Background: an optimization exercise with open tools, aiming at small area. Do not read the settings as production practice. The RTL was checked by simulation tests, not by an equivalence proof against the original design. Power figures rest on the tool's default switching activity, not on a simulated workload.

<file path="design/flow/run.sh">
#!/bin/bash
# synth_recipe.tcl (not shown) runs the flow's synth.tcl, then flattens the netlist and writes it again
# the make line also repeats each setting of config.mk as NAME=value (left out here)
make -C /OpenROAD-flow-scripts/flow DESIGN_CONFIG=/design/flow/config.mk WORK_HOME=/design/flow/orfs CLKGATE_MAP_FILE= SYNTH_SCRIPT=/design/flow/synth_recipe.tcl finish
</file>
<file path="design/flow/config.mk">
export PLATFORM = sky130hd
export DESIGN_NAME = pong
export DESIGN_NICKNAME = pong
export VERILOG_FILES = /design/flow/design.v
export SDC_FILE = /design/flow/constraint.sdc
export NUM_CORES = 4
export LEC_CHECK = 0
export CAP_MARGIN = 20
export CORE_MARGIN = 2
export CORE_UTILIZATION = 40
export SLEW_MARGIN = 20
</file>
<file path="design/flow/design.v">
`timescale 1ns / 1ps
module hvsync_generator(clk, reset, vga_h_sync, vga_v_sync, inDisplayArea, CounterX, CounterY);
input clk;
input reset;
output vga_h_sync;
output vga_v_sync;
output inDisplayArea;
output [9:0] CounterX;
output [8:0] CounterY;
reg [9:0] CounterX;
reg [8:0] CounterY;
wire CounterXmaxed = (CounterX==10'h2FF);
reg[1:0] pxclk;
always @ (posedge clk) if (reset) pxclk <= 2'd0; else pxclk <= pxclk + 1;
wire pce;
assign pce = (pxclk == 2'b01);
always @(posedge clk)
if (reset)
	CounterX <= 0;
else if (pce) begin
if(CounterXmaxed)
	CounterX <= 0;
else
	CounterX <= CounterX + 1;
end
always @(posedge clk)
if (reset)
	CounterY <= 0;
else if (pce) begin
if(CounterXmaxed) CounterY <= CounterY + 1;
end
reg	vga_HS, vga_VS;
always @(posedge clk)
if (reset) begin
	vga_HS <= 1'b0;
	vga_VS <= 1'b0;
end
else if (pce)
begin
	vga_HS <= (CounterX[9:4]==6'h2D);  
	vga_VS <= (CounterY==500);  
end
reg inDisplayArea;
always @(posedge clk)
if (reset)
	inDisplayArea <= 1'b0;
else if (pce) begin
if(inDisplayArea==0)
	inDisplayArea <= (CounterXmaxed) && (CounterY<480);
else
	inDisplayArea <= !(CounterX==639);
end
assign vga_h_sync = ~vga_HS;
assign vga_v_sync = ~vga_VS;
endmodule 
module pong(
output vga_h_sync, vga_v_sync, 
output reg [3:0] vga_R, vga_G, vga_B,
input clk,
input btnL,
input btnR,
input reset,  
input [9:0] start_x,      
input [8:0] start_y,
input start_dir_x,
input start_dir_y,
input [8:0] start_paddle  
);
wire inDisplayArea;
wire [9:0] CounterX;
wire [8:0] CounterY;
hvsync_generator syncgen(.clk(clk), .reset(reset), .vga_h_sync(vga_h_sync), .vga_v_sync(vga_v_sync), 
  .inDisplayArea(inDisplayArea), .CounterX(CounterX), .CounterY(CounterY));
integer left;
integer right;
reg [8:0] PaddlePosition ; 
    always @(posedge clk)
    begin
            if (reset)
            begin
                left = 0;
                right = 0;
                PaddlePosition <= start_paddle;
            end
            else
            begin
                if(btnR==1) 
                begin
                right=right+1;
                        if(right>200000)
                        begin
                            PaddlePosition <= PaddlePosition + 1; 
                            right=0;
                        end
                end
                if(btnL==1) 
                begin
                left=left+1;
                        if(left>200000)
                        begin
                            PaddlePosition <= PaddlePosition - 1;
                            left=0;
                        end
                 end
            end
        end    
reg [9:0] ballX;
reg [8:0] ballY;
reg ball_inX, ball_inY;
always @(posedge clk)
if(reset) ball_inX <= 1'b0; else
if(ball_inX==0) ball_inX <= (CounterX==ballX) & ball_inY; else ball_inX <= !(CounterX==ballX+16);
always @(posedge clk)
if(reset) ball_inY <= 1'b0; else
if(ball_inY==0) ball_inY <= (CounterY==ballY); else ball_inY <= !(CounterY==ballY+16);
wire ball = ball_inX & ball_inY;
wire border = (CounterX[9:3]==0) || (CounterX[9:3]==79) || (CounterY[8:3]==0) || (CounterY[8:3]==59);
wire paddle = (CounterX>=PaddlePosition+8) && (CounterX<=PaddlePosition+120) && (CounterY[8:4]==27);
wire BouncingObject = border | paddle;  
reg ResetCollision;
always @(posedge clk) if(reset) ResetCollision <= 1'b0; else ResetCollision <= (CounterY==500) & (CounterX==0);   
reg CollisionX1, CollisionX2, CollisionY1, CollisionY2;
always @(posedge clk) if(reset | ResetCollision) CollisionX1<=0; else if(BouncingObject & (CounterX==ballX   ) & (CounterY==ballY+ 8)) CollisionX1<=1;
always @(posedge clk) if(reset | ResetCollision) CollisionX2<=0; else if(BouncingObject & (CounterX==ballX+16) & (CounterY==ballY+ 8)) CollisionX2<=1;
always @(posedge clk) if(reset | ResetCollision) CollisionY1<=0; else if(BouncingObject & (CounterX==ballX+ 8) & (CounterY==ballY   )) CollisionY1<=1;
always @(posedge clk) if(reset | ResetCollision) CollisionY2<=0; else if(BouncingObject & (CounterX==ballX+ 8) & (CounterY==ballY+16)) CollisionY2<=1;
wire UpdateBallPosition = ResetCollision;   
reg ball_dirX, ball_dirY;
always @(posedge clk)
if(reset)
begin
	ballX <= start_x;
	ballY <= start_y;
	ball_dirX <= start_dir_x;
	ball_dirY <= start_dir_y;
end
else if(UpdateBallPosition)
begin
	if(~(CollisionX1 & CollisionX2))         
	begin
		ballX <= ballX + (ball_dirX ? -1 : 1);
		if(CollisionX2) ball_dirX <= 1; else if(CollisionX1) ball_dirX <= 0;
	end
	if(~(CollisionY1 & CollisionY2))         
	begin
		ballY <= ballY + (ball_dirY ? -1 : 1);
		if(CollisionY2) ball_dirY <= 1; else if(CollisionY1) ball_dirY <= 0;
	end
end 
wire R = BouncingObject | ball | (CounterX[3] ^ CounterY[3]);
wire G = BouncingObject | ball;
wire B = BouncingObject | ball;
always @(posedge clk)
begin
	if (reset)
	begin
		vga_R <= 4'd0;
		vga_G <= 4'd0;
		vga_B <= 4'd0;
	end
	else
	begin
		vga_R [3:0] <= R & inDisplayArea;
		vga_G [3:0] <= G & inDisplayArea;
		vga_B [3:0] <= B & inDisplayArea;
	end
end
endmodule
</file>
<file path="design/flow/constraint.sdc">
create_clock -name core_clock -period 10.0 [get_ports {clk}]
set_input_delay 2.0000 -clock core_clock [delete_from_list [all_inputs] [get_ports {clk}]]
set_output_delay 2.0000 -clock core_clock [all_outputs]
set_load 0.01 [all_outputs]
</file>
==> impl_metrics.tcl <==
set metrics [dict create \
    worst_r2r_endpoint "right[8]" \
    num_rows 56 \
    place.gp.congestion 0.8478 \
    start_kind "primary input" \
    clk_pin_slew_ns 0.06 \
    worst_ep_arrival_time_ns 4.44 \
    dp.cells 1514 \
    routed_wire_length_per_instance_um 15.73 \
    drt_iter0_drc 663 \
    synthTopCellsByArea "dfxtp_1, edfxtp_1, ha_1" \
    crit_required_ns 10.34 \
    fp.dieW_um 158.4 \
    hold_viol_final 0 \
    dp_slack_ns 5.471 \
    drc_errors 0 \
    postLayoutCoreUtil 0.4493 \
    cts_inserted_buffers 17 \
    holdWs_ns 0.4196 \
    criticalPathCategory "in2reg" \
    grt_use_met2 0.3207 \
    ir_drop_uv 105.7 \
    crit_top_cell "buf_4" \
    reg2reg_from "right[0]" \
    finalMaxSlewViolations 0 \
    path_cells "clkdlybuf4s50_1, buf_4, inv_1, nor2_1, buf_4, nand4b_1, a21oi_1" \
    nFillCells 2350 \
    slew_headroom 0.3426 \
    vias 8901 \
    crit_path_end_kind "register" \
    hold_depth 1 \
    grt_use_met1 0.2828 \
    final_nets 1296 \
    top_usage_layer "met2" \
    ios 48 \
    synth-seq-cells 127 \
    period_needed_ns 4.101 \
    hold_path_end "syncgen.pxclk[0]" \
    antenna_found_initial 0 \
    clock_sinks 127 \
    yosysTopAreaCellShare 0.2225 \
    place.port_buffers 38 \
    r2r_cells 12 \
    syn_to_final_growth_pct 10.57 \
    die-area_sq_um 25100 \
    synth_cell_types 83 \
    ant_nets 0 \
    stdcell_area_sq_um 10550 \
    layout_commonest_cell "nand2_1" \
    cpPeakStageDelay_ns 0.76 \
    grt-ovfl-total 0 \
    place_area_sq_um 9936 \
    multiInputGateArea_sq_um 6188 \
    cts_tree "done" \
    cap_viol_max_count 0 \
    drive_gt1_frac 0.05216 \
    yosysSeqAreaShare 0.2886 \
    fin_cells 1546 \
    dpl.hpwl_um 16650 \
    worst_skew_pair.late_latency_ns 0.43 \
    clock_path_buffers 2 \
    netlist.top_cell.by_area "dfxtp_1" \
    wl_um 24330 \
    synth-edff-count 21 \
    grt_max_degree 85 \
    grt_pass1_wl_um 41000 \
    grt_use_met3 0.03293 \
    power_density_nw_per_um2 135.2 \
    worst_slew_pin_slew_ns 0.9824 \
    ys_warn_count 2 \
    grt_pass1_vias 8149 \
    worst_path_max_delay_cell "nor2_1" \
    max_clock_freq_mhz 243.8 \
    synthCells 1238 \
    hold_path.class "reg2reg" \
    cts_setup_buffers 0 \
    viasPerCell 5.757 \
    outcome "timing/DRC/antenna clean" \
    holdBufCountCts 0 \
    register_area_sq_um 2753 \
    finalPower_mw 1.426 \
    hold_start "syncgen.pxclk[0]" \
    htreeDepth 4 \
    synth_area_sq_um 9538 \
    p_leak_nw 3.611 \
    first_pass_iters 6 \
    initial_core_util 0.4063 \
    rsz0062_at_grt "no" \
    avgSynthCellArea_sq_um 7.704 \
    final_cell_mix "nand2_1, dfxtp_1, nor2_1" \
    grt.total_usage 0.2004 \
    final.setup_skew_ns 0.01116 \
    path_max_fanout 34 \
    tns_ns 0 \
    r2r_slack_ns 5.98 \
    layout_worst_path_cycle_share 0.4101 \
    core_area_sq_um 23470 \
    postSynth.asyncResetShare 0 \
    n_antenna_cell 0 \
    clockRootBuffer "clkbuf_16" \
    die_h_um 158.4 \
    final.setup.worst_slack_ns 5.899 \
    ys.flop_type "dfxtp_1" \
    finalSetupViolations 0 \
    cts-resized-gates 0 \
]
-- Yosys cell counts, drive strengths merged (4+ instances only) --
| library cell | number |
|---|---|
| a32oi | 6 |
| mux2 | 7 |
| nand2 | 135 |
| o211ai | 7 |
| a32o | 12 |
| inv | 43 |
| and3 | 25 |
| ha | 46 |
| xor2 | 33 |
| edfxtp | 21 |
| o31a | 5 |
| o21bai | 4 |
| nand3 | 47 |
| nor4 | 29 |
| nor3b | 4 |
| nand4 | 44 |
| o31ai | 7 |
| mux2i | 8 |
| dfxtp | 106 |
| xnor2 | 54 |
| a21o | 8 |
| a31oi | 8 |
| o21ai | 94 |
| a21oi | 72 |
| nand4b | 6 |
| or4 | 10 |
| clkbuf | 60 |
| and4 | 11 |
| nor2 | 102 |
| nor3 | 49 |
| a22oi | 14 |
| buf | 36 |
| o21a | 10 |
| and2 | 14 |
| nand2b | 11 |
| nand3b | 23 |
| or3 | 17 |
-- registers in the layout, indices dropped and copies added (netlist names) --
register,cells
CollisionX1,1
CollisionX2,1
CollisionY1,1
CollisionY2,1
PaddlePosition,9
ResetCollision,1
ballX,10
ballY,9
ball_dirX,1
ball_dirY,1
ball_inX,1
ball_inY,1
left,32
right,32
syncgen.CounterX,10
syncgen.CounterY,9
syncgen.inDisplayArea,1
syncgen.pxclk,2
syncgen.vga_HS,1
syncgen.vga_VS,1
vga_B,1
vga_R,1
-- layout make-up --
class                      instances  share of cell area
timing repair buffer              45             0.04081
clock buffer                      18             0.04069
tap                              319             0.03785
clock inverter                    14             0.01720
inverter                          44             0.01566
sequential                       127              0.2610
multi-input combinational        979              0.5868
-- per-layer routing --
layer  up-vias  part of all wire
met3        17             0.049
met4         0            0.0076
met2       218              0.45
met5         -                 0
met1      4213              0.49
li1       4453                 -
-- where the power goes --
group,internal [mW],switching [mW]
clock network,0.397,0.254
logic,0.0922,0.107
registers,0.542,0.0330
total,1.03,0.395
-- how the worst max path moves through the flow --
| stage | slack (ns) | endpoint | from |
|---|---|---|---|
| 2_1_floorplan | 6.64 | PaddlePosition[7] | btnL |
| 3_3_place_gp | 5.50 | right[8] | btnR |
| 3_5_place_dp | 5.47 | right[8] | btnR |
| 4_1_cts | 5.91 | right[8] | btnR |
| 5_1_grt | 5.72 | right[13] | right[0] |
| 6_report | 5.90 | right[8] | btnR |
-- cells by family after synthesis --
group                      Yosys count  synth area share
and+or+nand+nor                    537            0.2959
AOI/OAI and AO/OA                  283            0.1883
buffers and inverters              140           0.06572
DFF                                127            0.2886
xor gates and xnor gates            87           0.07989
adders and majority gates           48           0.06454
muxes                               15           0.01666
other                                1         0.0003932
-- worst max-delay path, delay by kind of cell --
kind                   cells  cell delay, ns
buffers and inverters      4            1.39
and+or+nand+nor            2            0.88
AOI/OAI and AO/OA          1            0.16

-- port drivers added, routing unchanged --
The flow's constraints put no driver on any port. The routed layout listed below was extracted and timed again, unchanged, in two steps.
Step 1 sets driving cells, clkbuf_16 on the clock port and buf_2 on the other inputs (assumed; they add their load-dependent delay and slew).
Step 2, shift: input delay + t, output delay - t, t = (earliest + latest rising clock arrival at the registers) / 2. This alone moves slack from input paths to output paths.
Slacks: no drivers / after step 1 / after step 2; pairs: no drivers / after step 1.
shift t [ns]: 0.462
setup WS [ns]: 5.899 / 5.919 / 5.457
worst setup path at the end: input to register
slew at the worst register clock pin (ns): 0.07 / 0.07
After both steps this run still meets setup and hold. For this run, drivers alone change the setup slack by +0.020 ns; drivers and shift together by -0.442 ns.
